Source: an optimization exercise on an open RTL-to-GDS flow (aim: small area). Production flows keep margins and buffers that such runs may drop. RTL that was checked went through simulation tests only; none was proved equivalent to the original. The RTL of runs 5 to 7 was laid out without a check of its function. No activity file was given, so power comes from the tool's default toggle rates.

--- design/flow/run.sh ---
#!/bin/bash
# synth_recipe.tcl (not shown) runs the flow's synth.tcl, then flattens the netlist and writes it again
# the make line also repeats each setting of config.mk as NAME=value (left out here)
make -C /OpenROAD-flow-scripts/flow DESIGN_CONFIG=/design/flow/config.mk WORK_HOME=/design/flow/orfs CLKGATE_MAP_FILE= SYNTH_SCRIPT=/design/flow/synth_recipe.tcl finish
--- design/flow/config.mk ---
export PLATFORM = sky130hd
export DESIGN_NAME = cpu
export DESIGN_NICKNAME = cpu
export VERILOG_FILES = /design/flow/design.v
export SDC_FILE = /design/flow/constraint.sdc
export NUM_CORES = 4
export LEC_CHECK = 0
export CAP_MARGIN = 20
export CORE_MARGIN = 2
export CORE_UTILIZATION = 40
export SLEW_MARGIN = 20
--- design/flow/constraint.sdc ---
create_clock -name core_clock -period 5.0 [get_ports {clk}]
set_input_delay 1.0000 -clock core_clock [delete_from_list [all_inputs] [get_ports {clk}]]
set_output_delay 1.0000 -clock core_clock [all_outputs]
set_load 0.01 [all_outputs]
--- design/flow/design.v ---
module ram16x8 (data_out, clk, w_mem, address, data_in);
input[3:0] address;
input[7:0] data_in;
input w_mem, clk;
output[7:0] data_out;
reg[7:0] ram_data[15:0]; 
reg[7:0] data_out;
always@(posedge clk)begin
	if (w_mem == 1'b0)
		data_out <= ram_data[address];
	else
		ram_data[address] <= data_in;
end
endmodule
module cpu(out, in, clk, reset);
parameter DATA_IN=0, REG_C_O=1, ALU_OUT=2, MEM_OUT=3;
input[7:0] in;
input clk, reset;
output[7:0] out;
reg[7:0] reg_a, reg_b, reg_c, instr, write_data, out;
wire[7:0] in, mem_out, alu_out;
wire clk, reset;
wire [3:0] addr;
wire [1:0] sel;
wire ready, w_out, w_reg_a, w_reg_b, w_reg_c, w_mem;
always@(alu_out or in or mem_out or reg_c or sel)begin
	if (sel == DATA_IN) 
		write_data = in;
	else if (sel == REG_C_O) 
		write_data = reg_c;
	else if (sel == ALU_OUT) 
		write_data = alu_out;
	else
		write_data = mem_out;
end
always@(posedge clk)begin
	if(reset)begin
		instr <= 0;
		reg_a <= 0;
		reg_b <= 0;
		reg_c <= 0;
		out <= 0;
	end
	else begin
	    instr <= in;
		if(ready)begin
			if (w_reg_c)
				reg_c <= write_data;
			else if (w_reg_a)
				reg_a <= write_data;
			else if (w_reg_b)
				reg_b <= write_data;
			else if (w_out)
				out <= write_data;
			else
				out <= 0;
		end
	end
end
ram16x8 r1(
	.data_out	(mem_out[7:0]),
	.address	(addr[3:0]),
	.data_in	(write_data[7:0]),
	.w_mem		(w_mem & ~reset),
	.clk		(clk));
ALU a1(
	.alu_out	(alu_out[7:0]),
	.reg_a		(reg_a[7:0]),
	.reg_b		(reg_b[7:0]),
	.sel_fun	(instr[6:4]));
Control c1(
	.addr		(addr[3:0]),
	.sel		(sel[1:0]),
	.ready		(ready),
	.w_out		(w_out),
	.w_reg_a	(w_reg_a),
	.w_reg_b	(w_reg_b),
	.w_reg_c	(w_reg_c),
	.w_mem		(w_mem),
	.opcode		(instr[7:0]),
	.clk		(clk),
	.reset		(reset));
endmodule
module Control(opcode, clk, reset, addr, sel, ready,
		w_out, w_reg_a, w_reg_b, w_reg_c, w_mem) ;
parameter DATA_IN=0, REG_C_O=1, ALU_OUT=2, MEM_OUT=3;
parameter ST_0=0, ST_1=1, ST_2=2, ST_3=3;
input[7:0] opcode;
input clk, reset;
output[3:0] addr;
output[1:0] sel;
output ready, w_out, w_reg_a, w_reg_b, w_reg_c, w_mem;
reg[3:0] addr;
reg[1:0] sel;
reg ready, w_mem, w_out, w_reg_a, w_reg_b, w_reg_c;
reg[1:0] current_state, next_state;
always@(posedge clk)begin
	if (!reset)
		current_state <= next_state;
	else
		current_state <= ST_0;
	end
always@(current_state or opcode)begin
	ready = 0; addr = 0;
	w_out=0; w_reg_a=0; w_reg_b=0; w_reg_c=0; w_mem=0;
	sel=DATA_IN; next_state=ST_0;
	case(current_state)
	ST_0:begin
		ready = 1;
		addr = opcode[3:0];
		case (opcode[7:4])
		4'b0000:begin  
				w_out=0; w_reg_a=0; w_reg_b=0; w_reg_c=1; w_mem=0;
				sel=ALU_OUT; next_state=ST_0;  
				end
		4'b0001:begin  
				w_out=0; w_reg_a=0; w_reg_b=0; w_reg_c=1; w_mem=0;
				sel=ALU_OUT; next_state=ST_0;
				end
		4'b0010:begin  
				w_out=0; w_reg_a=0; w_reg_b=0; w_reg_c=1; w_mem=0;
				sel=ALU_OUT; next_state=ST_0;
				end
		4'b0011:begin  
				w_out=0; w_reg_a=0; w_reg_b=0; w_reg_c=1; w_mem=0;
				sel=ALU_OUT; next_state=ST_0;
				end
		4'b0100:begin  
				w_out=0; w_reg_a=0; w_reg_b=0; w_reg_c=1; w_mem=0;
				sel=ALU_OUT; next_state=ST_0;
				end
		4'b0101:begin  
				w_out=0; w_reg_a=0; w_reg_b=0; w_reg_c=1; w_mem=0;
				sel=ALU_OUT; next_state=ST_0;
				end
		4'b0110:begin  
				w_out=1; w_reg_a=1; w_reg_b=0; w_reg_c=0; w_mem=0;
				sel=DATA_IN;
				next_state=ST_1;
				end
		4'b0111:begin  
				w_out=0; w_reg_a=0; w_reg_b=1; w_reg_c=0; w_mem=0;
				sel=DATA_IN;
				next_state=ST_1;
				end
		4'b1000:begin  
				w_out=0; w_reg_a=0; w_reg_b=0; w_reg_c=0; w_mem=1;
				sel=DATA_IN; next_state=ST_1;
				end
		4'b1001:begin  
				w_out=0; w_reg_a=0; w_reg_b=0; w_reg_c=0; w_mem=1;
				sel=REG_C_O; next_state=ST_0;
				end
		4'b1010:begin  
				w_out=0; w_reg_a=0; w_reg_b=0; w_reg_c=0; w_mem=0;
				sel=MEM_OUT; next_state=ST_2;
				ready = 0;
				end
		4'b1011:begin  
				w_out=1; w_reg_a=0; w_reg_b=0; w_reg_c=0; w_mem=0;
				sel=REG_C_O; next_state=ST_0;
				end
		4'b1100:begin  
				w_out=0; w_reg_a=0; w_reg_b=0; w_reg_c=0; w_mem=0;
				sel=MEM_OUT; next_state=ST_3;
				ready = 0;
				end
		4'b1101:begin  
				w_out=0; w_reg_a=1; w_reg_b=0; w_reg_c=0; w_mem=0;
				sel=REG_C_O; next_state=ST_0;
				end
		4'b1110:begin  
				w_out=0; w_reg_a=0; w_reg_b=1; w_reg_c=0; w_mem=0;
				sel=REG_C_O; next_state=ST_0;
				end
		default:begin
				w_out=0; w_reg_a=0; w_reg_b=0; w_reg_c=0; w_mem=0;
				sel=ALU_OUT; next_state=ST_0;
				ready = 0;
				end
		endcase
	end
	ST_1 : begin  
			ready = 0; addr = 0;
			next_state = ST_0;
			end
	ST_2 : begin  
			ready = 1; w_reg_c = 1;
			sel = MEM_OUT;
			next_state = ST_0;
			end
	ST_3 : begin  
			ready = 1; w_out = 1;
			sel = MEM_OUT;
			next_state = ST_0;
			end
	endcase
end
endmodule
module ALU(alu_out, reg_a, reg_b, sel_fun) ;
input[7:0]  reg_a, reg_b;
input[2:0] 	sel_fun;
output[7:0] alu_out;
reg[7:0] 	alu_out;
always@(reg_a or reg_b or sel_fun)begin
	case (sel_fun)
	3'b000 : alu_out = reg_a + reg_b;
	3'b001 : alu_out = reg_a - reg_b;
	3'b010 : alu_out = reg_a + 1;
	3'b011 : alu_out = reg_a - 1;
	3'b100 : alu_out = reg_a + reg_b + 1;
	3'b101 : alu_out = (-reg_a);
	default: alu_out = 8'b0;
	endcase
end
endmodule
==> results of run 1 <==
registers in the layout, summed over array words and instances, names as in the netlist, named ones only:
register          flops
r1.ram_data         128
out                   8
r1.data_out           8
reg_a                 8
reg_b                 8
reg_c                 8
instr                 7
c1.current_state      2
per-stage QoR:
step	total power [uW]	cells	worst slack [ns]	instance area [um^2]
final	3517	1061	0.8510	9793
after global routing	3641	1061	0.6227	9793
after CTS	3536	1061	0.9295	9786
after detailed placement	2247	1029	0.9487	9206
after global placement	2237	1029	1.088	9206
after floorplan	2084	759	1.466	8815
cells by family (layout without fill, tap and decap cells):
family | Yosys count | after routing | synth area share
multiplexers | 51 | 51 | 0.06728
XOR/XNOR | 8 | 8 | 0.007948
AND/OR/NAND/NOR | 237 | 237 | 0.1333
flip-flops | 187 | 187 | 0.5791
AO/OA/AOI/OAI | 191 | 191 | 0.1422
buffers and inverters | 60 | 82 | 0.03293
adder cells (fa/ha/maj) | 25 | 25 | 0.03719
synthesized netlist by cell type, drive strengths merged (7+ instances only):
cell    count
edfxtp    136
mux2i      33
o21ai      46
nor3       13
buf         8
nand2b     15
nand3       9
nor2       98
nand3b      7
o221ai      9
a21oi      49
mux2       13
a22oi      14
a211oi     20
ha         23
clkbuf     29
nand2      45
dfxtp      51
nor2b      18
inv        22
final timing paths:
check                              start                 to  slack [ns]  depth (start not counted)
worst max-delay path            instr[4]  r1.ram_data[6][7]        0.85                         11
worst min-delay path              out[4]             out[4]        0.45                          2
worst max register to register  instr[4]  r1.ram_data[6][7]        0.85                         11
worst min register to register    out[4]             out[4]        0.45                          2
critical path, stage by stage, from the launching register on:
cell,delay [ns]
dfxtp_1,0.58
nor2b_1,0.41
nor3_1,0.08
a311oi_1,0.28
ha_1,0.32
and2_1,0.20
a221oi_1,0.45
nand4_1,0.16
nand3_1,0.12
mux2i_1,0.34
nor3_4,0.12
nor2_1,0.75
power by group:
group | internal, uW | switching (uW)
Sequential | 1760 | 24.2
Combinational | 135 | 297
Clock | 664 | 637
layer usage:
| metal | GRT usage | vias up | part of all wire |
|---|---|---|---|
| met5 | 0 | - | 0 |
| met4 | 0.08157 | 0 | 0.033 |
| met3 | 0.03299 | 45 | 0.047 |
| met2 | 0.3108 | 176 | 0.49 |
| li1 | - | 2858 | - |
| met1 | 0.2470 | 2966 | 0.43 |
layout make-up:
| type | count | area [um^2] | share of cell area |
|---|---|---|---|
| flip-flops and latches | 187 | 5106 | 0.5214 |
| multi-input cells | 512 | 3427 | 0.3499 |
| clock buffers | 17 | 425.4 | 0.04344 |
| well taps | 280 | 350.3 | 0.03577 |
| repair buffers | 28 | 247.7 | 0.02530 |
| clock inverters | 15 | 153.9 | 0.01571 |
| inverters | 22 | 82.58 | 0.008432 |
==> impl_metrics.csv, run 1 <==
group,metric,value,unit
power_and_ir_drop,p_leak,0.003423,uW
critical_path,cp_max_fo,16,
synthesis,netlist_area,8815,um^2
cts,cts-resized-gates,0,
cts,cts_buffer_depth,2,
timing,finalSetupViolCount,0,
cts,worstSkewPairLatency,0.44,ns
drt,drt-vias-per-instance,5.697,
cts,cts.sinks,187,
synthesis,synth_seq_cells,187,
die,rows,54,
timing,rsz0062_at_grt,"no",
placement,dpl.hpwl,14940,um
die,coreArea,21760,um^2
finish,diodes,0,
finish,fin_util,0.4501,
synthesis,synth_area_leaders,"edfxtp_1 46%, dfxtp_1 12%, nor2_1 4.2%, mux2i_1 3.7%, ha_1 3.3%",
synthesis,yosys.area.top_type,"edfxtp_1",
finish,final.fill_count,2036,
critical_path,cp.required,5.10,ns
timing,finalHoldViolCount,0,
timing,tightest_slew,1.014,ns
synthesis,synth_cell_types,75,
drt,drc,0,
timing,fmax,241.0,MHz
global_route,grt_first_pass_wirelength,34070,um
global_route,antenna_found_initial,0,
timing,fin_crit_sh,0.8298,
cts,clk_root_buffer_cell,"clkbuf_16",
finish,syn2layout_area_growth,11.10,%
synthesis,synth_nets,794,
drt,drt_iter0_drc,525,
power_and_ir_drop,p_per_area,359.2,nW/um^2
critical_path,crit_arrival,4.25,ns
finish,layout.nets,803,
drt,drtPass1Iterations,5,
die,start_util,0.4052,
die,num_io_pins,18,
synthesis,synthArstFlopShare,0,
synthesis,seq_area_frac_synth,0.5791,
power_and_ir_drop,irDropWorstVdd,0.0002598,V
min_path,hold_path.class,"flop to flop",
synthesis,synth_edf_count,136,
critical_path,critPathKind,"flop to flop",
placement,place.gp.congestion,0.8699,
timing,fin_skew,0.01074,ns
timing,maxSlewViolCount,0,
cts,path_clk_slew,0.07,ns
synthesis,ys.flop_type,"edfxtp_1",
die,die_y,152.4,um
finish,layout_commonest_cell,"edfxtp_1",
drt,ant_nets,0,
finish,mostFrequentLayoutCells,"136 x edfxtp_1, 98 x nor2_1, 50 x dfxtp_1, 49 x a21oi_1, 45 x nand2_1",
timing,hold_slack,0.4541,ns
placement,portBuffers,17,
drt,vias,6045,
cts,cts_buffers,17,
cts,cts_tree,"done",
drt,wirelength,21680,um
timing,tns,0,ns
die,dieArea,23240,um^2
timing,period_needed,4.149,ns
synthesis,syn_area_per_cell,11.61,um^2
run_status,status,"finished clean",
finish,final_layout_size_suffix_gt1_frac,0.1063,
synthesis,synthCells,759,
cts,cts_setup_buffers,0,
cts,h-tree-depth,4,
synthesis,yosys_warnings,4,
global_route,grt_pass1_vias,6037,
global_route,grt_max_degree,50,
drt,wire_per_inst,20.44,um
timing,slew_headroom,0.3214,
job,cap_violations,0,
global_route,grt_overflow,0,
die,fp.dieW,152.4,um
critical_path,cp-end-kind,"flop",
critical_path,start_kind,"flop",
global_route,track_usage,0.1889,
cts,ctsHoldBuffers,0,
synthesis,yosysTopAreaCellShare,0.4633,
==> run 2: changes to the inputs <==
==> design/flow/design.v (replaced) <==
module cpu(out, in, clk, reset);
input  [7:0] in;
input        clk, reset;
output [7:0] out;
reg [7:0] out;
reg [7:0] reg_a, reg_b, reg_c;
reg [7:0] mem [0:15];
reg [3:0] op;       
reg [3:0] n;        
reg       skip;     
reg       ldc;      
reg       outm;     
wire exec = ~skip & ~ldc & ~outm;
wire op_in  = exec & ((op == 4'h6) | (op == 4'h7) | (op == 4'h8));
wire op_a   = exec & ((op == 4'h6) | (op == 4'hd));
wire op_b   = exec & ((op == 4'h7) | (op == 4'he));
wire op_w   = exec & ((op == 4'h8) | (op == 4'h9));
wire op_alu = exec & ~op[3] & ~(op[2] & op[1]);
wire op_ld  = exec & (op == 4'ha);
wire op_om  = exec & (op == 4'hc);
wire op_oc  = exec & (op == 4'hb);
wire [7:0] bus = (op[3] & (op[0] | op[1])) ? reg_c : in;
reg  [7:0] x, y;
reg        cin;
always @* begin
	x = reg_a; y = reg_b; cin = 1'b0;
	case (op[2:0])
	3'b000: begin y = reg_b;  cin = 1'b0; end
	3'b001: begin y = ~reg_b; cin = 1'b1; end
	3'b010: begin y = 8'h00;  cin = 1'b1; end
	3'b011: begin y = 8'hff;  cin = 1'b0; end
	3'b100: begin y = reg_b;  cin = 1'b1; end
	default: begin x = ~reg_a; y = 8'h00; cin = 1'b1; end
	endcase
end
wire [7:0] alu = x + y + {7'b0, cin};
wire [7:0] rd = mem[n];
always @(posedge clk) begin
	if (op_w & ~reset)
		mem[n] <= bus;
end
always @(posedge clk) begin
	if (reset) begin
		reg_a <= 8'h00;
		reg_b <= 8'h00;
		reg_c <= 8'h00;
		out   <= 8'h00;
		skip  <= 1'b1;
		ldc   <= 1'b0;
		outm  <= 1'b0;
	end else begin
		if (op_a) reg_a <= bus;
		if (op_b) reg_b <= bus;
		if (op_alu) reg_c <= alu;
		else if (ldc) reg_c <= rd;
		if (op_w) out <= 8'h00;
		else if (op_oc) out <= reg_c;
		else if (outm) out <= rd;
		skip <= op_in;
		ldc  <= op_ld;
		outm <= op_om;
	end
end
always @(posedge clk) begin
	op <= in[7:4];
	if (~(op_ld | op_om))
		n <= in[3:0];
end
endmodule
--- a/design/flow/config.mk
+++ b/design/flow/config.mk
@@ -9,3 +9,6 @@
 export CORE_MARGIN = 2
 export CORE_UTILIZATION = 40
+export CTS_BUF_LIST = sky130_fd_sc_hd__clkbuf_8
+export CTS_CLUSTER_DIAMETER = 100
+export CTS_CLUSTER_SIZE = 50
 export SLEW_MARGIN = 20
==> impl_metrics.csv, run 2 <==
group,metric,value,unit
critical_path,start_kind,"flop",
drt,wire_per_inst,22.73,um
cts,h-tree-depth,4,
cts,ctsHoldBuffers,0,
cts,cts_setup_buffers,0,
critical_path,cp-end-kind,"flop",
timing,period_needed,3.322,ns
critical_path,cp_slowest_stage_delay,0.84,ns
timing,tns,0,ns
cts,cts_tree,"done",
finish,final.fill_count,1576,
global_route,antenna_found_initial,0,
global_route,grtUsageMet2,0.2822,
critical_path,critical-path-top-delay-family,"compound AO/OA/AOI/OAI gates",
timing,fin_skew,0.01410,ns
global_route,grt_overflow,0,
power_and_ir_drop,share_seq_of_total_power,0.580,
drt,drtPass1Iterations,6,
synthesis,synthCells,471,
critical_path,crit_arrival,3.71,ns
placement,place_ws,1.548,ns
power_and_ir_drop,p_int,2057,uW
cts,cts.sinks,175,
finish,syn2layout_area_growth,10.01,%
synthesis,synth_nets,489,
timing,maxSlewViolCount,0,
critical_path,cp.required,5.39,ns
drt,ant_nets,0,
synthesis,syn_area_per_cell,15.55,um^2
drt,wirelength,16590,um
die,coreArea,17960,um^2
critical_path,critPathKind,"flop to flop",
global_route,grt_max_degree,33,
timing,hold_slack,0.4985,ns
drt,drc,0,
global_route,met3_usage,0.04026,
run_status,status,"finished clean",
synthesis,seq_area_frac_synth,0.6589,
synthesis,yosysTopAreaCellShare,0.5414,
finish,diodes,0,
power_and_ir_drop,clock_power_share,0.327,
timing,fin_crit_sh,0.6644,
die,dieArea,19400,um^2
timing,slew_headroom,0.2985,
placement,dpl.hpwl,11160,um
finish,final_layout_size_suffix_gt1_frac,0.1756,
power_and_ir_drop,switchingPower,734.4,uW
critical_path,crit_chain,"o21ai_1 > xor2_1 > fa_1 > fa_1 > nor2b_1 > o31a_1 > o211ai_1 > a31o_2 > a21oi_1",
die,rows,49,
die,die_y,139.3,um
job,cap_violations,0,
critical_path,timing.critical_path.buf_inv,0,
global_route,top_usage_layer,"met2",
placement,place.gp.congestion,0.8283,
synthesis,ys.flop_type,"edfxtp_1",
finish,fin_util,0.4484,
synthesis,synthTopCellsByCount,"132 x edfxtp_1, 50 x nor2_1, 43 x dfxtp_1",
timing,tightest_slew,1.044,ns
global_route,grt_first_pass_wirelength,25830,um
power_and_ir_drop,p_comb_frac,0.093,
cts,clk_root_buffer_cell,"clkbuf_8",
finish,layout.nets,506,
finish,layout_commonest_cell,"edfxtp_1",
drt,drt-vias-per-instance,5.697,
synthesis,netlist_area,7322,um^2
die,fp.dieW,139.3,um
placement,portBuffers,17,
timing,fin_ws,1.678,ns
global_route,grt_pass1_vias,4204,
synthesis,synth_seq_cells,175,
synthesis,synth_edf_count,132,
cts,cts_buffer_depth,2,
synthesis,synth_cell_types,50,
power_and_ir_drop,irDropWorstVdd,0.0002198,V
die,num_io_pins,18,
finish,largest_register_ffs,128,
power_and_ir_drop,switching_share,0.2631,
power_and_ir_drop,p_per_area,346.6,nW/um^2
min_path,hold_path.class,"flop to flop",
power_and_ir_drop,p_leak,0.002647,uW
synthesis,synth_most_common_cell,"edfxtp_1",
die,start_util,0.4076,
global_route,use_met1,0.2504,
cts,worstSkewPairLatency,0.45,ns
synthesis,synthArstFlopShare,0,
cts,path_clk_slew,0.10,ns
finish,top_register,"mem",
cts,cts-resized-gates,0,
cts,cts_buffers,17,
synthesis,synth_area_leaders,"edfxtp_1 54%, mux4_2 12%, dfxtp_1 12%, nor2_1 2.6%, mux2i_1 2.5%",
critical_path,cp_max_fo,21,
timing,fmax,301.0,MHz
drt,vias,4159,
drt,drt_iter0_drc,458,
synthesis,yosys_warnings,1,
timing,finalHoldViolCount,0,
global_route,track_usage,0.1787,
critical_path,cp_common_cell,"fa_1",
finish,mostFrequentLayoutCells,"132 x edfxtp_1, 49 x nor2_1, 42 x dfxtp_1, 39 x mux4_2, 21 x a21oi_1",
timing,finalSetupViolCount,0,
critical_path,critical-path-slowest-cell,"dfxtp_1",
timing,rsz0062_at_grt,"no",
synthesis,yosys.area.top_type,"edfxtp_1",
run 2: cell types whose count changed after synthesis, moves of 15 or more:
cell,delta
nor2_1,-48
o21ai_0,-39
mux4_2,+34
nand2_1,-30
a21oi_1,-28
ha_1,-17
clkbuf_1,-15
mux2i_1,-15
run 2: worst register-to-register path, stage by stage (launching register included):
cell and delay (ns):
dfxtp_1 0.84, o21ai_1 0.48, xor2_1 0.27, fa_1 0.47, fa_1 0.39, nor2b_1 0.20, o31a_1 0.20, o211ai_1 0.10
a31o_2 0.21, a21oi_1 0.11
run 2: metal layers:
| layer | wire [um] | vias up | part of all wire |
|---|---|---|---|
| met2 | 8075 | 110 | 0.49 |
| met1 | 7495 | 2173 | 0.45 |
| met4 | 299 | 0 | 0.018 |
| met5 | 0 | - | 0 |
| li1 | - | 1858 | - |
| met3 | 721 | 18 | 0.043 |
run 2: final cells by class:
type                       count  area [um^2]  share of cell area
timing repair buffer          22        207.7             0.02578
inverter                      14        52.55            0.006524
clock buffer                  17        234.0             0.02905
clock inverter                15        123.9             0.01538
sequential                   175         4826              0.5991
tap                          229        286.5             0.03557
multi-input combinational    258         2325              0.2886
run 2: worst paths after layout:
check           start       end  slack, ns  cells past startpoint
min reg2reg  reg_b[1]  reg_b[1]       0.50                      2
max             op[1]  reg_c[6]       1.68                      9
min          reg_b[1]  reg_b[1]       0.50                      2
max reg2reg     op[1]  reg_c[6]       1.68                      9
run 2: through the flow:
stage / instances / power, uW / area, um^2
after floorplan: 471 / 1824 / 7322
after global placement: 698 / 1905 / 7686
after detailed placement: 698 / 1912 / 7690
after CTS: 730 / 2815 / 8048
after global routing: 730 / 2904 / 8055
final: 730 / 2792 / 8055
run 2: power groups by stage:
| stage | logic, uW | registers, uW | clock network [uW] |
|---|---|---|---|
| after floorplan | 190 | 1630 | 0 |
| after global placement | 255 | 1650 | 0 |
| after detailed placement | 261 | 1650 | 0 |
| after CTS | 261 | 1620 | 937 |
| after global routing | 283 | 1620 | 1000 |
| final | 260 | 1620 | 914 |
run 2: cell families (layout without fill, tap and decap cells):
| kind of cell | count (synthesis) | in the layout | share of synthesized area |
|---|---|---|---|
| and+or+nand+nor | 115 | 115 | 0.07553 |
| AOI/OAI and AO/OA | 61 | 61 | 0.05810 |
| DFF | 175 | 175 | 0.6589 |
| xor gates and xnor gates | 12 | 12 | 0.01436 |
| buffers and inverters | 38 | 68 | 0.02512 |
| muxes | 62 | 62 | 0.1523 |
| adders and majority gates | 8 | 8 | 0.01572 |
==> run 3: changes to the inputs <==
--- a/design/flow/config.mk
+++ b/design/flow/config.mk
@@ -9,6 +9,3 @@
 export CORE_MARGIN = 2
 export CORE_UTILIZATION = 40
-export CTS_BUF_LIST = sky130_fd_sc_hd__clkbuf_8
-export CTS_CLUSTER_DIAMETER = 100
-export CTS_CLUSTER_SIZE = 50
 export SLEW_MARGIN = 20
==> impl_metrics.csv, run 3 <==
group,metric,value,unit
critical_path,cp_slowest_stage_delay,0.82,ns
synthesis,seq_area_frac_synth,0.6589,
synthesis,yosysTopAreaCellShare,0.5414,
timing,tightest_slew,1.054,ns
critical_path,critPathLaunch,"op[1]",
drt,dr_wl_met3,715,um
global_route,track_usage,0.1793,
cts,cts_buffer_depth,2,
timing,maxSlewViolCount,0,
placement,dpl.hpwl,11160,um
synthesis,synth_seq_cells,175,
synthesis,synth_nets,489,
synthesis,synthArstFlopShare,0,
power_and_ir_drop,share_seq_of_total_power,0.517,
finish,diodes,0,
timing,finalHoldViolCount,0,
synthesis,synthTopCellsByCount,"132 x edfxtp_1, 50 x nor2_1, 43 x dfxtp_1",
die,dieArea,19400,um^2
synthesis,ys.flop_type,"edfxtp_1",
timing,fin_ws,1.691,ns
cts,cts-resized-gates,0,
critical_path,cp-end-kind,"flop",
finish,largest_register_ffs,128,
drt,drt-vias-per-instance,5.685,
critical_path,critical-path-slowest-cell,"dfxtp_1",
finish,mostFrequentLayoutCells,"132 x edfxtp_1, 49 x nor2_1, 42 x dfxtp_1, 39 x mux4_2, 21 x a21oi_1",
synthesis,syn_area_per_cell,15.55,um^2
finish,stdcell_count,730,
cts,ctsHoldBuffers,0,
cts,path_clk_slew,0.07,ns
critical_path,start_kind,"flop",
drt,wirelength,16710,um
die,die_y,139.3,um
power_and_ir_drop,irDropWorstVdd,0.0002603,V
die,start_util,0.4076,
synthesis,synth_edf_count,132,
global_route,grt_max_degree,33,
timing,fin_crit_sh,0.6617,
critical_path,cp.required,5.36,ns
global_route,grt_overflow,0,
placement,placed_cells,698,
finish,regArea,4826,um^2
synthesis,netlist_area,7322,um^2
timing,finalSetupViolCount,0,
power_and_ir_drop,switchingPower,778.6,uW
timing,period_needed,3.309,ns
die,num_io_pins,18,
cts,cts_setup_buffers,0,
critical_path,crit_arrival,3.67,ns
drt,dr_wl_met2,8263,um
placement,portBuffers,17,
timing,hold_slack,0.5001,ns
drt,vias,4150,
power_and_ir_drop,p_per_area,379.9,nW/um^2
synthesis,synthCells,471,
timing,rsz0062_at_grt,"no",
synthesis,synth_cell_types,50,
synthesis,synth_most_common_cell,"edfxtp_1",
finish,layout_commonest_cell,"edfxtp_1",
min_path,hold_path.class,"flop to flop",
critical_path,cp_common_cell,"fa_1",
power_and_ir_drop,p_comb_frac,0.083,
drt,wire_per_inst,22.88,um
power_and_ir_drop,total_power,3133,uW
cts,clk_root_buffer_cell,"clkbuf_16",
critical_path,critPathKind,"flop to flop",
finish,final.fill_count,1555,
finish,multi_input_area,2325,um^2
critical_path,critical-path-top-delay-family,"compound AO/OA/AOI/OAI gates",
drt,drc,0,
drt,drt_iter0_drc,399,
critical_path,timing.critical_path.buf_inv,0,
synthesis,synth_area_leaders,"edfxtp_1 54%, mux4_2 12%, dfxtp_1 12%, nor2_1 2.6%, mux2i_1 2.5%",
cts,cts_buffers,17,
placement,place_ws,1.548,ns
drt,ant_nets,0,
finish,layout.nets,506,
job,cap_violations,0,
critical_path,r2r-start,"op[1]",
run_status,status,"finished clean",
global_route,antenna_found_initial,0,
die,fp.dieW,139.3,um
cts,cts_tree,"done",
drt,drtPass1Iterations,6,
critical_path,cp_max_fo,21,
cts,worstSkewPairLatency,0.43,ns
placement,place.gp.congestion,0.8283,
synthesis,yosys.area.top_type,"edfxtp_1",
finish,syn2layout_area_growth,12.63,%
timing,tns,0,ns
drt,highest_layer,"met4",
synthesis,yosys_warnings,1,
timing,slew_headroom,0.2917,
min_path,hp-start,"reg_b[4]",
timing,fin_skew,0.01267,ns
finish,final_layout_size_suffix_gt1_frac,0.1756,
power_and_ir_drop,p_leak,0.002726,uW
drt,met1_length,7506,um
die,coreArea,17960,um^2
die,rows,49,
cts,h-tree-depth,4,
power_and_ir_drop,switching_share,0.2485,
finish,top_register,"mem",
global_route,grt_first_pass_wirelength,25900,um
cts,cts.sinks,175,
power_and_ir_drop,p_int,2355,uW
global_route,grt_pass1_vias,4185,
timing,fmax,302.2,MHz
power_and_ir_drop,clock_power_share,0.400,
critical_path,crit_chain,"o21ai_1 > xor2_1 > fa_1 > fa_1 > nor2b_1 > o31a_1 > o211ai_1 > a31o_2 > a21oi_1",
[run 3: area by class of cell]
type,instances,share of cell area
inverter,14,0.006372
sequential,175,0.5852
clock buffer,19,0.05250
multi-input combinational,258,0.2819
clock inverter,13,0.01411
timing repair buffer,22,0.02519
tap,229,0.03474
[run 3: logic make-up (layout without fill, tap and decap cells)]
family / Yosys count / after routing / share of synthesized area
DFF: 175 / 175 / 0.6589
and+or+nand+nor: 115 / 115 / 0.07553
muxes: 62 / 62 / 0.1523
AOI/OAI and AO/OA: 61 / 61 / 0.05810
buffers and inverters: 38 / 68 / 0.02512
xor gates and xnor gates: 12 / 12 / 0.01436
adders and majority gates: 8 / 8 / 0.01572
[run 3: stage by stage]
stage / utilization / cell area (um^2)
floorplan: - / 7322
global placement: 0.4279 / 7686
detailed placement: 0.4281 / 7690
CTS: 0.4587 / 8239
global route: 0.4591 / 8247
finish: 0.4591 / 8247
[run 3: final timing paths]
path / end / slack (ns) / depth (start not counted)
worst max-delay path: reg_c[6] / 1.69 / 9
worst min-delay path: reg_b[4] / 0.50 / 2
worst max register to register: reg_c[6] / 1.69 / 9
worst min register to register: reg_b[4] / 0.50 / 2
[run 3: power groups by stage]
stage	registers (uW)	clock network (uW)	logic, uW
2_1_floorplan	1630	0	190
3_3_place_gp	1650	0	255
3_5_place_dp	1650	0	261
4_1_cts	1620	1270	261
5_1_grt	1620	1330	283
6_report	1620	1250	261
[run 3: metal layers]
layer	GRT usage	vias up
met2	0.2843	119
met4	0.04997	0
met5	0	-
li1	-	1860
met1	0.2520	2156
met3	0.03889	15
[run 3: worst reg2reg max path: stages (launching register included)]
cell and delay (ns):
dfxtp_1 0.82, o21ai_1 0.47, xor2_1 0.27, fa_1 0.47, fa_1 0.39, nor2b_1 0.20, o31a_1 0.20, o211ai_1 0.10
a31o_2 0.21, a21oi_1 0.11
==> run 4: changes to the inputs <==
==> design/flow/flow/run.sh (new file) <==
#!/bin/bash
# Layout: the standard flow, with a smaller clock tree (no dummy loads, small buffers).
set -euo pipefail
CTS="-sink_clustering_enable -repair_clock_nets -dont_use_dummy_load -buf_list sky130_fd_sc_hd__clkbuf_8 -sink_clustering_size 40 -sink_clustering_max_diameter 100"
bash standard.sh "CTS_ARGS=$CTS" finish > standard.log 2>&1
==> design/flow/standard.sh (new file) <==
#!/bin/bash
# synth_recipe.tcl (not shown) runs the flow's synth.tcl, then flattens the netlist and writes it again
# the make line also repeats each setting of config.mk as NAME=value (left out here)
make -C /OpenROAD-flow-scripts/flow DESIGN_CONFIG=/design/flow/config.mk WORK_HOME=/design/flow/orfs CLKGATE_MAP_FILE= SYNTH_SCRIPT=/design/flow/synth_recipe.tcl "${@:-finish}"
removed: design/flow/run.sh
==> impl_metrics.csv, run 4 <==
group,metric,value,unit
die,num_io_pins,18,
timing,maxSlewViolCount,0,
critical_path,reg2reg_setup_slack,1.68,ns
synthesis,yosys_warnings,1,
finish,largest_register_ffs,128,
cts,cts_buffers,17,
finish,syn2layout_area_growth,8.322,%
critical_path,crit_chain,"o21ai_1 > xor2_1 > fa_1 > fa_1 > nor2b_1 > o31a_1 > o211ai_1 > a31o_2 > a21oi_1",
synthesis,synth-adder-area-share,0.01572,
run_status,status,"finished clean",
cts,path_clk_slew,0.07,ns
timing,finalHoldViolCount,0,
timing,tightest_slew,1.088,ns
cts,cts.sinks,175,
synthesis,synth_nets,489,
cts,worstSkewPairLatency,0.45,ns
finish,diodes,0,
cts,h-tree-depth,4,
placement,portBuffers,17,
global_route,grt_pass1_vias,4174,
finish,fin_util,0.4415,
cts,cts-resized-gates,0,
drt,wire_per_inst,23.12,um
critical_path,timing.critical_path.buf_inv,0,
placement,post_dp_cell_area,7690,um^2
timing,fmax,301.7,MHz
die,dieArea,19400,um^2
synthesis,muxShareOfSynthArea,0.1523,
global_route,grt_overflow,0,
finish,top_register,"mem",
finish,final_area,7931,um^2
synthesis,synth_simple_gate_area_share,0.07553,
finish,final_layout_size_suffix_gt1_frac,0.1564,
cts,clk_root_buffer_cell,"clkbuf_8",
die,coreArea,17960,um^2
critical_path,start_kind,"flop",
synthesis,netlist_area,7322,um^2
timing,rsz0062_at_grt,"no",
drt,drt_iter0_drc,388,
placement,place_ws,1.548,ns
critical_path,cp_common_cell,"fa_1",
global_route,antenna_found_initial,0,
critical_path,crit_arrival,3.68,ns
critical_path,cp-end-kind,"flop",
synthesis,yosysTopAreaCellShare,0.5414,
timing,period_needed,3.315,ns
synthesis,synth_compound_area_frac,0.05810,
synthesis,seq_area_frac_synth,0.6589,
global_route,track_usage,0.1774,
die,fp.dieW,139.3,um
synthesis,ys.flop_type,"edfxtp_1",
synthesis,synthArstFlopShare,0,
job,cap_violations,0,
drt,drt-vias-per-instance,5.731,
finish,mostFrequentLayoutCells,"132 x edfxtp_1, 49 x nor2_1, 42 x dfxtp_1, 39 x mux4_2, 21 x a21oi_1",
placement,place.gp.congestion,0.8283,
timing,finalSetupViolCount,0,
cts,cts_buffer_depth,2,
cts,ctsHoldBuffers,0,
global_route,grt_max_degree,33,
synthesis,yosys.area.top_type,"edfxtp_1",
power_and_ir_drop,p_leak,0.002583,uW
synthesis,synth_xor_area_frac,0.01435,
power_and_ir_drop,irDropWorstVdd,0.0002084,V
cts,cts_tree,"done",
power_and_ir_drop,p_per_area,328.8,nW/um^2
timing,tns,0,ns
drt,wirelength,16530,um
finish,final.fill_count,1588,
timing,fin_crit_sh,0.6630,
global_route,grt_first_pass_wirelength,25640,um
synthesis,synthCells,471,
synthesis,synth_cell_types,50,
critical_path,critical-path-top-delay-family,"compound AO/OA/AOI/OAI gates",
critical_path,cp_slowest_stage_delay,0.83,ns
placement,dpl.hpwl,11160,um
drt,dr_wl_met3,827,um
synthesis,syn_area_per_cell,15.55,um^2
synthesis,synth_most_common_cell,"edfxtp_1",
timing,slew_headroom,0.2692,
drt,drtPass1Iterations,5,
drt,dr_wl_met2,8085,um
drt,drc,0,
timing,fin_skew,0.03675,ns
die,rows,49,
critical_path,cp.required,5.36,ns
finish,layout_commonest_cell,"edfxtp_1",
drt,met1_length,7368,um
critical_path,critPathKind,"flop to flop",
critical_path,cp_max_fo,21,
die,start_util,0.4076,
synthesis,synth_edf_count,132,
critical_path,critical-path-slowest-cell,"dfxtp_1",
synthesis,synth_seq_cells,175,
drt,highest_layer,"met4",
drt,vias,4098,
synthesis,synth_top_family_by_area,"multiplexers",
synthesis,synth_area_leaders,"edfxtp_1 54%, mux4_2 12%, dfxtp_1 12%, nor2_1 2.6%, mux2i_1 2.5%",
synthesis,synthTopCellsByCount,"132 x edfxtp_1, 50 x nor2_1, 43 x dfxtp_1",
drt,ant_nets,0,
finish,layout.nets,506,
die,die_y,139.3,um
cts,cts_setup_buffers,0,
timing,hold_slack,0.4976,ns
timing,fin_ws,1.685,ns
min_path,hold_path.class,"flop to flop",
[run 4: final cells by class]
class | instances | area (um^2) | area share
Clock buffer | 17 | 234.0 | 0.02950
Tap cell | 229 | 286.5 | 0.03613
Multi-Input combinational cell | 258 | 2325 | 0.2931
Inverter | 14 | 52.55 | 0.006626
Timing Repair Buffer | 22 | 207.7 | 0.02619
Sequential cell | 175 | 4826 | 0.6085
[run 4: metal layers]
metal,track usage,vias to the layer above
li1,-,1835
met1,0.2456,2118
met2,0.2838,132
met3,0.04026,13
met4,0.05051,0
met5,0,-
[run 4: path summary, 6_finish.rpt]
check	end	start	cells after the start
setup reg to reg	reg_c[6]	op[1]	9
hold reg to reg	reg_b[0]	reg_b[0]	2
hold / removal	reg_b[0]	reg_b[0]	2
setup / recovery	reg_c[6]	op[1]	9
[run 4: where the power goes]
group	leakage, uW	internal (uW)	switching (uW)
combinational	0.000906	104	155
sequential	0.00155	1590	26.5
clock	0.000122	301	428
[run 4: metrics by stage]
stage          cells  power [uW]
3_3_place_gp     698        1905
3_5_place_dp     698        1912
2_1_floorplan    471        1824
5_1_grt          715        2708
4_1_cts          715        2632
6_report         715        2608
[run 4: kinds of logic after synthesis]
logic type      Yosys count
fa+ha+maj                 8
mux                      62
buf+inv                  38
compound gates           61
simple gates            115
xor+xnor                 12
flops                   175
[run 4: worst register-to-register path, cell delays in order, from the launching register on]
cell and delay [ns]:
dfxtp_1 0.83, o21ai_1 0.48, xor2_1 0.27, fa_1 0.47
fa_1 0.39, nor2b_1 0.19, o31a_1 0.20, o211ai_1 0.10
a31o_2 0.21, a21oi_1 0.11
==> run 5: changes to the inputs <==
--- a/design/flow/design.v
+++ b/design/flow/design.v
@@ -5,5 +5,6 @@
 reg [7:0] out;
 reg [7:0] reg_a, reg_b, reg_c;
-reg [7:0] mem [0:15];
+reg [7:0] m0, m1, m2, m3, m4, m5, m6, m7;
+reg [7:0] m8, m9, m10, m11, m12, m13, m14, m15;
 reg [3:0] op;       
 reg [3:0] n;        
@@ -35,8 +36,27 @@
 end
 wire [7:0] alu = x + y + {7'b0, cin};
-wire [7:0] rd = mem[n];
+wire [15:0] dec = 16'h0001 << n;
+wire [7:0] rd = ({8{dec[0]}}  & m0)  | ({8{dec[1]}}  & m1)  | ({8{dec[2]}}  & m2)  | ({8{dec[3]}}  & m3)
+              | ({8{dec[4]}}  & m4)  | ({8{dec[5]}}  & m5)  | ({8{dec[6]}}  & m6)  | ({8{dec[7]}}  & m7)
+              | ({8{dec[8]}}  & m8)  | ({8{dec[9]}}  & m9)  | ({8{dec[10]}} & m10) | ({8{dec[11]}} & m11)
+              | ({8{dec[12]}} & m12) | ({8{dec[13]}} & m13) | ({8{dec[14]}} & m14) | ({8{dec[15]}} & m15);
+wire wr = op_w & ~reset;
 always @(posedge clk) begin
-	if (op_w & ~reset)
-		mem[n] <= bus;
+	if (wr & dec[0]) m0  <= bus;
+	if (wr & dec[1]) m1  <= bus;
+	if (wr & dec[2]) m2  <= bus;
+	if (wr & dec[3]) m3  <= bus;
+	if (wr & dec[4]) m4  <= bus;
+	if (wr & dec[5]) m5  <= bus;
+	if (wr & dec[6]) m6  <= bus;
+	if (wr & dec[7]) m7  <= bus;
+	if (wr & dec[8]) m8  <= bus;
+	if (wr & dec[9]) m9  <= bus;
+	if (wr & dec[10]) m10 <= bus;
+	if (wr & dec[11]) m11 <= bus;
+	if (wr & dec[12]) m12 <= bus;
+	if (wr & dec[13]) m13 <= bus;
+	if (wr & dec[14]) m14 <= bus;
+	if (wr & dec[15]) m15 <= bus;
 end
 always @(posedge clk) begin
==> design/flow/flow/run.sh (replaced) <==
#!/bin/bash
# Own layout flow: the standard flow (standard.sh) with
#  - the standard synthesis script, except that ABC maps the logic with an
#    area-oriented script (flow/area.abc); registers are untouched by ABC,
#  - single-size buffers on the ports,
#  - a smaller clock tree.
set -euo pipefail
here=$(pwd)
{
  echo 'proc abc {args} {'
  echo '  set i [lsearch -exact $args -script]'
  echo "  if { \$i >= 0 } { lset args [expr {\$i + 1}] $here/flow/area.abc }"
  echo '  yosys abc {*}$args'
  echo '}'
  cat synth_recipe.tcl
} > own_synth.tcl
CTS="-sink_clustering_enable -repair_clock_nets -dont_use_dummy_load -buf_list sky130_fd_sc_hd__clkbuf_8 -sink_clustering_size 50 -sink_clustering_max_diameter 100"
bash standard.sh "SYNTH_SCRIPT=$here/own_synth.tcl" \
  "BUFFER_PORTS_ARGS=-buffer_cell sky130_fd_sc_hd__buf_1" \
  "CTS_ARGS=$CTS" finish > standard.log 2>&1
==> design/flow/flow/area.abc (new file) <==
strash
ifraig
scorr
dc2
strash
dch -f
amap
topo
==> impl_metrics.csv, run 5 <==
group,metric,value,unit
run_status,status,"finished clean",
critical_path,crit_arrival,3.95,ns
synthesis,synthArstFlopShare,0,
global_route,antenna_found_initial,0,
power_and_ir_drop,share_seq_of_total_power,0.626,
drt,drc,0,
power_and_ir_drop,p_leak,0.002429,uW
synthesis,syn_area_per_cell,13.64,um^2
die,fp.dieW,133.5,um
drt,ant_nets,0,
finish,final_area,7432,um^2
cts,h-tree-depth,4,
power_and_ir_drop,irDropWorstVdd,0.0001369,V
synthesis,synthCells,492,
timing,tightest_slew,1.098,ns
timing,slew_headroom,0.2491,
timing,fin_skew,0.02128,ns
die,start_util,0.4077,
die,num_io_pins,18,
cts,cts_setup_buffers,0,
synthesis,synth_seq_cells,171,
critical_path,cp-end-kind,"flop",
cts,ctsHoldBuffers,0,
min_path,hold_path.class,"flop to flop",
critical_path,cp_max_fo,16,
finish,syn2layout_area_growth,10.72,%
power_and_ir_drop,switchingPower,587.5,uW
placement,placed_cells,748,
drt,wire_per_inst,22.73,um
power_and_ir_drop,p_per_area,337.8,nW/um^2
power_and_ir_drop,p_int,1923,uW
placement,dpl.hpwl,11780,um
drt,vias,4642,
critical_path,critPathKind,"flop to flop",
die,dieArea,17830,um^2
global_route,top_usage_layer,"met2",
global_route,grt_first_pass_wirelength,26030,um
synthesis,ys.flop_type,"edfxtp_1",
finish,layout.nets,565,
global_route,track_usage,0.1988,
timing,finalSetupViolCount,0,
finish,final_layout_size_suffix_gt1_frac,0.06789,
synthesis,yosys_warnings,1,
global_route,met3_usage,0.03881,
cts,cts_buffers,17,
critical_path,start_kind,"flop",
placement,place.gp.congestion,0.9055,
cts,path_clk_slew,0.06,ns
synthesis,synth_nets,510,
cts,cts_tree,"done",
synthesis,seq_area_frac_synth,0.7068,
synthesis,synth_area_leaders,"edfxtp_1 59%, dfxtp_1 12%, a22oi_1 3.5%, a222oi_1 3.0%, nor2_1 3.0%",
finish,diodes,0,
placement,portBuffers,17,
timing,maxSlewViolCount,0,
drt,drt_iter0_drc,661,
timing,fmax,272.6,MHz
job,cap_violations,0,
drt,drt-vias-per-instance,6.068,
finish,layout_commonest_cell,"edfxtp_1",
synthesis,synth_most_common_cell,"edfxtp_1",
finish,mostFrequentLayoutCells,"132 x edfxtp_1, 53 x nor2_1, 39 x clkinv_1, 39 x dfxtp_1, 31 x a22oi_1",
synthesis,synth_cell_types,38,
global_route,grt_overflow,0,
timing,finalHoldViolCount,0,
cts,cts-resized-gates,0,
die,die_y,133.5,um
power_and_ir_drop,clock_power_share,0.283,
die,rows,47,
global_route,grt_max_degree,25,
finish,final.fill_count,1487,
global_route,grtUsageMet2,0.2961,
die,coreArea,16470,um^2
power_and_ir_drop,switching_share,0.2340,
timing,fin_crit_sh,0.7337,
critical_path,cp.required,5.29,ns
global_route,grt_pass1_vias,4226,
synthesis,netlist_area,6713,um^2
cts,worstSkewPairLatency,0.44,ns
placement,place_ws,1.369,ns
power_and_ir_drop,total_power,2511,uW
global_route,use_met1,0.2891,
drt,drtPass1Iterations,5,
timing,period_needed,3.668,ns
placement,post_dp_cell_area,7198,um^2
timing,rsz0062_at_grt,"no",
drt,wirelength,17390,um
finish,stdcell_count,765,
synthesis,synthTopCellsByCount,"132 x edfxtp_1, 53 x nor2_1, 39 x clkinv_1, 39 x dfxtp_1, 31 x a22oi_1",
cts,cts.sinks,171,
timing,tns,0,ns
synthesis,yosysTopAreaCellShare,0.5905,
cts,clk_root_buffer_cell,"clkbuf_8",
power_and_ir_drop,p_comb_frac,0.091,
synthesis,yosys.area.top_type,"edfxtp_1",
synthesis,synth_edf_count,132,
timing,fin_ws,1.332,ns
cts,cts_buffer_depth,2,
run 5: through the flow:
step / hold WS, ns / utilization
2_1_floorplan: 0.4342 / -
3_3_place_gp: 0.4505 / 0.4372
3_5_place_dp: 0.4499 / 0.4372
4_1_cts: 0.4600 / 0.4514
5_1_grt: 0.4692 / 0.4514
6_report: 0.4646 / 0.4514
run 5: path summary, 6_finish.rpt:
kind            start        to  slack, ns  cells after the start
max             op[2]  reg_c[6]       1.33                     16
min reg2reg  reg_b[3]  reg_b[3]       0.46                      2
min          reg_b[3]  reg_b[3]       0.46                      2
max reg2reg     op[2]  reg_c[6]       1.33                     16
run 5: layer usage:
| metal | routed length, um | vias up | share of wire |
|---|---|---|---|
| met5 | 0 | - | 0 |
| met4 | 393 | 0 | 0.023 |
| met3 | 1462 | 30 | 0.084 |
| li1 | - | 2088 | - |
| met2 | 7811 | 230 | 0.45 |
| met1 | 7720 | 2294 | 0.44 |
run 5: power by group through the flow:
stage | Combinational (uW) | Sequential, uW | Clock (uW)
after floorplan | 131 | 1600 | 0
after global placement | 222 | 1600 | 0
after detailed placement | 225 | 1600 | 0
after CTS | 225 | 1570 | 720
after global routing | 248 | 1570 | 772
final | 229 | 1570 | 709
run 5: logic make-up after synthesis:
family,synth area share
flops,0.7068
compound gates,0.1614
buf+inv,0.02181
simple gates,0.09283
fa+ha+maj,0.01715
run 5: worst max-delay path, stage by stage (launching register included):
cell and delay, ns:
dfxtp_1 0.47, clkinv_1 0.13, nor2_1 0.67, o21ai_0 0.25, fa_1 0.50, fa_1 0.47
clkinv_1 0.08, a21oi_1 0.06, o21ai_0 0.20, nand2_1 0.11, clkinv_1 0.05, o21a_1 0.10
nor2_1 0.04, nand2_1 0.06, o211ai_1 0.09, a32oi_1 0.21, nor2_1 0.05
run 5: final cells by class:
class                           count  area (um^2)  share of cell area
Timing Repair Buffer               36        206.4             0.02778
Tap cell                          220        275.3             0.03704
Sequential cell                   171         4745              0.6384
Inverter                           39        146.4             0.01970
Multi-Input combinational cell    282         1826              0.2456
Clock buffer                       17        234.0             0.03148
==> run 6: changes to the inputs <==
--- a/design/flow/config.mk
+++ b/design/flow/config.mk
@@ -6,6 +6,7 @@
 export NUM_CORES = 4
 export LEC_CHECK = 0
-export CAP_MARGIN = 20
+export CAP_MARGIN = 0
 export CORE_MARGIN = 2
 export CORE_UTILIZATION = 40
-export SLEW_MARGIN = 20
+export GPL_TIMING_DRIVEN = 0
+export SLEW_MARGIN = 0
==> impl_metrics.csv, run 6 <==
group,metric,value,unit
timing,fmax,258.3,MHz
timing,tightest_slew,0.9576,ns
critical_path,reg2reg_setup_slack,1.13,ns
drt,vias,4597,
timing,fin_ws,1.129,ns
finish,layout.nets,560,
timing,finalHoldViolCount,0,
cts,h-tree-depth,4,
global_route,antenna_found_initial,0,
synthesis,synth_area_leaders,"edfxtp_1 59%, dfxtp_1 12%, a22oi_1 3.5%, a222oi_1 3.0%, nor2_1 3.0%",
critical_path,cp-end-kind,"flop",
drt,drt-vias-per-instance,6.049,
critical_path,crit_arrival,4.17,ns
finish,syn2layout_area_growth,11.72,%
synthesis,ys.flop_type,"edfxtp_1",
cts,cts_buffer_depth,2,
synthesis,synth_nets,510,
drt,wirelength,17280,um
synthesis,yosys_warnings,1,
finish,final_layout_size_suffix_gt1_frac,0.09074,
timing,slew_headroom,0.3592,
timing,period_needed,3.871,ns
critical_path,critPathKind,"flop to flop",
placement,place_ws,1.173,ns
placement,dpl.hpwl,11700,um
synthesis,yosys.area.top_type,"edfxtp_1",
cts,worstSkewPairLatency,0.45,ns
critical_path,critPathLaunch,"op[2]",
synthesis,synth_cell_types,38,
power_and_ir_drop,irDropWorstVdd,0.0001480,V
timing,fin_crit_sh,0.7742,
synthesis,yosysTopAreaCellShare,0.5905,
critical_path,r2r-end,"reg_c[6]",
synthesis,synth_edf_count,132,
cts,ctsHoldBuffers,0,
timing,tns,0,ns
critical_path,ff2ff_path_depth,16,
die,rows,47,
global_route,met3_usage,0.06507,
synthesis,syn_area_per_cell,13.64,um^2
global_route,grtUsageMet2,0.2955,
synthesis,seq_area_frac_synth,0.7068,
critical_path,start_kind,"flop",
global_route,grt_pass1_vias,4318,
synthesis,synthArstFlopShare,0,
timing,finalSetupViolCount,0,
die,die_y,133.5,um
global_route,grt_max_degree,25,
synthesis,synthCells,492,
synthesis,synthTopCellsByCount,"132 x edfxtp_1, 53 x nor2_1, 39 x clkinv_1, 39 x dfxtp_1, 31 x a22oi_1",
finish,layout_commonest_cell,"edfxtp_1",
placement,place.gp.congestion,0.8990,
synthesis,synth_most_common_cell,"edfxtp_1",
die,dieArea,17830,um^2
global_route,grt_first_pass_wirelength,26080,um
die,coreArea,16470,um^2
cts,cts_buffers,17,
timing,rsz0062_at_grt,"no",
job,cap_violations,0,
die,fp.dieW,133.5,um
drt,ant_nets,0,
run_status,status,"finished clean",
cts,cts.sinks,171,
global_route,track_usage,0.2004,
min_path,hold_path.class,"flop to flop",
cts,cts_tree,"done",
critical_path,cp_max_fo,16,
finish,fin_util,0.4555,
power_and_ir_drop,p_per_area,337.0,nW/um^2
global_route,use_met1,0.2749,
die,start_util,0.4077,
critical_path,r2r-start,"op[2]",
synthesis,synth_seq_cells,171,
cts,path_clk_slew,0.07,ns
placement,portBuffers,17,
synthesis,netlist_area,6713,um^2
drt,wire_per_inst,22.74,um
timing,maxSlewViolCount,0,
drt,drtPass1Iterations,8,
drt,drt_iter0_drc,590,
critical_path,endpoint,"reg_c[6]",
global_route,top_usage_layer,"met2",
cts,clk_root_buffer_cell,"clkbuf_8",
drt,drc,0,
timing,fin_skew,0.01518,ns
cts,cts-resized-gates,0,
cts,cts_setup_buffers,0,
global_route,grt_overflow,0,
finish,mostFrequentLayoutCells,"132 x edfxtp_1, 53 x nor2_1, 39 x clkinv_1, 39 x dfxtp_1, 31 x a22oi_1",
critical_path,cp.required,5.30,ns
power_and_ir_drop,p_leak,0.002411,uW
finish,diodes,0,
die,num_io_pins,18,
[run 6: cell types whose count changed in the layout (fill, tap and decap cells not counted)]
cell      before  now
nor4_1        16    0
nor4_2         0   16
buf_4         19   14
a211oi_1       4    3
a211oi_2       0    1
[run 6: final cells by class]
type                            instances  area (um^2)
Multi-Input combinational cell        282         1931
Fill cell                            1464         8966
Tap cell                              220        275.3
Clock buffer                           17        234.0
Timing Repair Buffer                   31        168.9
Sequential cell                       171         4745
Inverter                               39        146.4
[run 6: worst min path at each step]
stage               startpoint       end  slack [ns]  cells after the start
finish                reg_b[6]  reg_b[6]        0.46                      2
CTS                   reg_b[3]  reg_b[3]        0.46                      2
global placement      reg_b[6]  reg_b[6]        0.44                      2
floorplan             reg_b[2]  reg_b[2]        0.43                      2
detailed placement    reg_b[3]  reg_b[3]        0.45                      2
global route          reg_b[2]  reg_b[2]        0.49                      2
[run 6: where the power goes]
part / total (uW) / internal [uW] / switching, uW
combinational: 231 / 68.3 / 163
sequential: 1570 / 1550 / 20.2
clock: 721 / 300 / 421
[run 6: metal layers]
metal | vias to the layer above | wire length, um
met1 | 2262 | 7376
met2 | 214 | 7887
met4 | 0 | 480
li1 | 2085 | -
met5 | - | 0
met3 | 36 | 1535
[run 6: metrics by stage]
step	hold WS, ns	area, um^2	cells	total power, uW
final	0.4601	7500	760	2527
after global placement	0.4430	7052	729	1813
after detailed placement	0.4525	7261	743	1831
after CTS	0.4618	7495	760	2527
after global routing	0.4864	7500	760	2606
after floorplan	0.4342	6713	492	1729
[run 6: cell families (layout without fill, tap and decap cells)]
group	Yosys count	in the layout	share of synthesized area
adder cells (fa/ha/maj)	8	8	0.01715
flip-flops	171	171	0.7068
AO/OA/AOI/OAI	141	141	0.1614
AND/OR/NAND/NOR	133	133	0.09283
buffers and inverters	39	87	0.02181
[run 6: worst max-delay path, stage by stage (launching register included)]
cell and delay, ns:
dfxtp_1 0.50, clkinv_1 0.14, nor2_1 0.72, o21ai_0 0.24
fa_1 0.49, fa_1 0.46, clkinv_1 0.07, a21oi_1 0.06
o21ai_0 0.22, nand2_1 0.11, clkinv_1 0.05, o21a_1 0.10
nor2_1 0.05, nand2_1 0.07, o211ai_1 0.14, a32oi_1 0.27
nor2_1 0.05
==> run 7: changes to the inputs <==
--- a/design/flow/design.v
+++ b/design/flow/design.v
@@ -35,5 +35,11 @@
 	endcase
 end
-wire [7:0] alu = x + y + {7'b0, cin};
+wire [8:0] cy;
+assign cy[0] = cin;
+genvar i;
+generate for (i = 0; i < 8; i = i + 1) begin : add
+	assign cy[i+1] = (x[i] & y[i]) | (x[i] & cy[i]) | (y[i] & cy[i]);
+end endgenerate
+wire [7:0] alu = x ^ y ^ cy[7:0];
 wire [15:0] dec = 16'h0001 << n;
 wire [7:0] rd = ({8{dec[0]}}  & m0)  | ({8{dec[1]}}  & m1)  | ({8{dec[2]}}  & m2)  | ({8{dec[3]}}  & m3)
==> design/flow/flow/run.sh (replaced) <==
#!/bin/bash
# Own layout flow: the standard flow (standard.sh) with
#  - the standard synthesis script, except that ABC maps the logic with an
#    area-oriented script (flow/area.abc); ABC does not touch the registers,
#  - single-size buffers on the ports,
#  - a clock tree of mid-size buffers without dummy loads.
# All tool output goes to standard.log here and ORFS's logs under orfs/logs.
set -euo pipefail
here=$(pwd)
{
  echo 'proc abc {args} {'
  echo '  set i [lsearch -exact $args -script]'
  echo "  if { \$i >= 0 } { lset args [expr {\$i + 1}] $here/flow/area.abc }"
  echo '  yosys abc {*}$args'
  echo '}'
  cat synth_recipe.tcl
} > own_synth.tcl
CTS="-sink_clustering_enable -repair_clock_nets -dont_use_dummy_load -buf_list sky130_fd_sc_hd__clkbuf_8"
bash standard.sh "SYNTH_SCRIPT=$here/own_synth.tcl" \
  "BUFFER_PORTS_ARGS=-buffer_cell sky130_fd_sc_hd__buf_1" \
  "CTS_ARGS=$CTS" finish > standard.log 2>&1
--- a/design/flow/config.mk
+++ b/design/flow/config.mk
@@ -6,7 +6,7 @@
 export NUM_CORES = 4
 export LEC_CHECK = 0
-export CAP_MARGIN = 0
+export CAP_MARGIN = 20
 export CORE_MARGIN = 2
-export CORE_UTILIZATION = 40
+export CORE_UTILIZATION = 60
 export GPL_TIMING_DRIVEN = 0
-export SLEW_MARGIN = 0
+export SLEW_MARGIN = 20
==> impl_metrics.csv, run 7 <==
group,metric,value,unit
run_status,status,"finished clean",
die,dieArea,11890,um^2
global_route,grt_max_degree,23,
min_path,hold_path.class,"flop to flop",
finish,layout_commonest_cell,"edfxtp_1",
critical_path,critPathKind,"flop to flop",
drt,wire_per_inst,25.67,um
drt,drt_iter0_drc,697,
job,cap_violations,0,
synthesis,synth_area_leaders,"edfxtp_1 60%, dfxtp_1 12%, a222oi_1 3.6%, nor2_1 3.6%, a22oi_1 2.4%",
die,die_y,109.1,um
synthesis,synthArstFlopShare,0,
synthesis,syn_area_per_cell,14.37,um^2
cts,cts.sinks,171,
cts,path_clk_slew,0.07,ns
timing,fin_crit_sh,0.9572,
synthesis,ys.flop_type,"edfxtp_1",
critical_path,timing.critical_path.buf_inv,0,
die,num_io_pins,18,
global_route,antenna_found_initial,0,
power_and_ir_drop,p_per_area,340.4,nW/um^2
placement,place_ws,-0.5459,ns
synthesis,synth_edf_count,132,
timing,fin_skew,0.02490,ns
timing,finalHoldViolCount,0,
finish,syn2layout_area_growth,11.71,%
timing,rsz0062_at_grt,"no",
synthesis,synth_most_common_cell,"edfxtp_1",
die,rows,38,
finish,final_area,7398,um^2
finish,layout.nets,534,
finish,fin_util,0.6855,
critical_path,critical-path-slowest-cell,"fa_1",
critical_path,cp_max_fo,10,
global_route,grt_overflow,0,
critical_path,critical-path-top-delay-family,"adder cells",
finish,regArea,4751,um^2
power_and_ir_drop,p_comb_frac,0.089,
critical_path,start_kind,"flop",
die,coreArea,10790,um^2
timing,fin_ws,0.2140,ns
drt,drt-vias-per-instance,6.885,
power_and_ir_drop,share_seq_of_total_power,0.626,
placement,post_dp_cell_area,7083,um^2
timing,slew_headroom,0.3421,
synthesis,synthCells,461,
power_and_ir_drop,p_int,1926,uW
drt,drc,0,
drt,drtPass1Iterations,6,
cts,ctsHoldBuffers,0,
cts,cts_buffers,17,
placement,portBuffers,17,
global_route,track_usage,0.3048,
power_and_ir_drop,clock_power_share,0.285,
cts,cts_buffer_depth,2,
synthesis,seq_area_frac_synth,0.7164,
timing,tns,0,ns
timing,period_needed,4.786,ns
cts,clk_root_buffer_cell,"clkbuf_8",
power_and_ir_drop,p_leak,0.002424,uW
placement,place.gp.congestion,0.8982,
synthesis,netlist_area,6623,um^2
power_and_ir_drop,total_power,2518,uW
drt,vias,4510,
cts,worstSkewPairLatency,0.47,ns
power_and_ir_drop,switching_share,0.2351,
finish,mostFrequentLayoutCells,"132 x edfxtp_1, 60 x nor2_1, 36 x dfxtp_1, 24 x clkinv_1, 24 x a222oi_1",
cts,h-tree-depth,4,
critical_path,cp-end-kind,"flop",
synthesis,synthTopCellsByCount,"132 x edfxtp_1, 63 x nor2_1, 39 x dfxtp_1",
drt,ant_nets,0,
timing,fmax,208.9,MHz
synthesis,synth_cell_types,32,
finish,final.fill_count,753,
synthesis,yosys_warnings,1,
power_and_ir_drop,switchingPower,592.1,uW
global_route,grt_pass1_vias,4204,
cts,cts_tree,"done",
timing,finalSetupViolCount,0,
finish,diodes,0,
synthesis,synth_nets,478,
drt,wirelength,16820,um
synthesis,yosys.area.top_type,"edfxtp_1",
critical_path,crit_chain,"nand3b_1 > nor2_1 > a211oi_1 > fa_2 > fa_2 > fa_1 > fa_1 > fa_2 > fa_1 > fa_2 > a21oi_2 > nor2_1 > a21oi_2 > a211oi_1 > a311oi_1 > nor2_1",
timing,tightest_slew,0.9832,ns
finish,final_layout_size_suffix_gt1_frac,0.1359,
critical_path,cp_common_cell,"fa_2",
die,start_util,0.6136,
critical_path,cp.required,5.31,ns
placement,dpl.hpwl,11260,um
finish,multi_input_area,1947,um^2
power_and_ir_drop,irDropWorstVdd,0.0002076,V
synthesis,synth_seq_cells,171,
die,fp.dieW,109.1,um
global_route,grt_first_pass_wirelength,25160,um
critical_path,cp_slowest_stage_delay,0.48,ns
timing,maxSlewViolCount,0,
synthesis,yosysTopAreaCellShare,0.5985,
critical_path,crit_arrival,5.09,ns
run 7: cell count changes after synthesis, moves of 4 or more:
cell,delta
or3_1,+5
a211oi_1,+5
nor2_1,+10
a222oi_1,+4
a22oi_1,-10
ha_1,-6
o21ai_0,-11
o2111a_1,+5
nand2_1,-5
nand3_1,-4
a21oi_1,-9
a22o_1,+4
fa_1,+5
clkinv_1,-14
run 7: power by group through the flow:
stage               Sequential (uW)  Clock (uW)  Combinational, uW
floorplan                      1600           0                119
finish                         1580         718                224
global route                   1580         777                240
detailed placement             1610           0                211
global placement               1600           0                197
CTS                            1580         724                217
run 7: path summary, 6_finish.rpt:
| kind | slack, ns | cells past startpoint | to | start |
|---|---|---|---|---|
| max | 0.21 | 16 | reg_c[7] | op[2] |
| min | 0.48 | 2 | reg_b[7] | reg_b[7] |
| max reg2reg | 0.21 | 16 | reg_c[7] | op[2] |
| min reg2reg | 0.48 | 2 | reg_b[7] | reg_b[7] |
run 7: tightest hold or removal path, stage by stage (launching register included):
cell	delay, ns
dfxtp_1	0.32
clkinv_1	0.06
a21oi_1	0.05
run 7: routing by layer:
metal	wire, um	global-route usage	up-vias	share of wire
met5	0	0	-	0
met4	474	0.1209	0	0.028
met3	1807	0.09922	37	0.11
met2	7608	0.4401	243	0.45
met1	6927	0.4321	2237	0.41
li1	-	-	1993	-
run 7: layout make-up:
class,instances,area share
well taps,140,0.02368
flip-flops and latches,171,0.6421
inverters,25,0.01285
clock buffers,17,0.03163
repair buffers,37,0.02655
multi-input cells,265,0.2631
run 7: kinds of logic after synthesis:
| logic type | synth area share |
|---|---|
| AO/OA/AOI/OAI | 0.1479 |
| adder cells (fa/ha/maj) | 0.02116 |
| AND/OR/NAND/NOR | 0.1003 |
| flip-flops | 0.7164 |
| buffers and inverters | 0.01417 |
run 7: through the flow:
| stage | hold WS (ns) | cells |
|---|---|---|
| 5_1_grt | 0.4948 | 655 |
| 3_5_place_dp | 0.4674 | 634 |
| 2_1_floorplan | 0.4342 | 461 |
| 6_report | 0.4818 | 655 |
| 3_3_place_gp | 0.4421 | 618 |
| 4_1_cts | 0.4785 | 654 |
run 7: what timing repair did:
| action | in CTS | in global routing |
|---|---|---|
| resized for setup | 11 | 6 |
| pin swaps | 2 | 2 |
| endpoints found under the hold margin | 0 | 0 |
| setup endpoints to repair | 1 | 1 |
| setup buffers | 3 | 1 |

## re-timing with driven ports
How much do the figures lean on ideal ports? The routed layouts below were timed once more, with nothing changed but the port constraints. Step 1 assumes that a clkbuf_16 drives the clock port and a buf_2 every other input. Step 2 moves the port delays by t, midway between the first and last clock arrival at a register: inputs arrive t later, outputs are due t later. That takes back most of the time a late clock gives input paths. Three values: no drivers, after step 1, after step 2; two values: the first two.
run | t, ns | setup slack, ns | hold slack, ns | worst setup path at the end | pins driven straight from the clock port
run 1 | 0.474 | 0.851 / 0.851 / 0.851 | 0.454 / 0.454 / 0.454 | register to register | 1
run 2 | 0.482 | 1.678 / 1.678 / 1.578 | 0.499 / 0.499 / 0.499 | input to register | 1
run 3 | 0.463 | 1.691 / 1.691 / 1.556 | 0.500 / 0.500 / 0.500 | input to register | 1
run 4 | 0.473 | 1.685 / 1.685 / 1.531 | 0.498 / 0.498 / 0.498 | input to register | 1
run 5 | 0.469 | 1.332 / 1.331 / 1.331 | 0.465 / 0.465 / 0.465 | register to register | 1
run 6 | 0.484 | 1.129 / 1.129 / 1.129 | 0.460 / 0.460 / 0.460 | register to register | 1
run 7 | 0.494 | 0.214 / 0.214 / 0.214 | 0.482 / 0.482 / 0.482 | register to register | 1
After both steps every run listed still meets setup and hold. For run 4, which loses most, drivers alone change the setup slack by 0.000 ns; drivers and shift together by -0.154 ns.
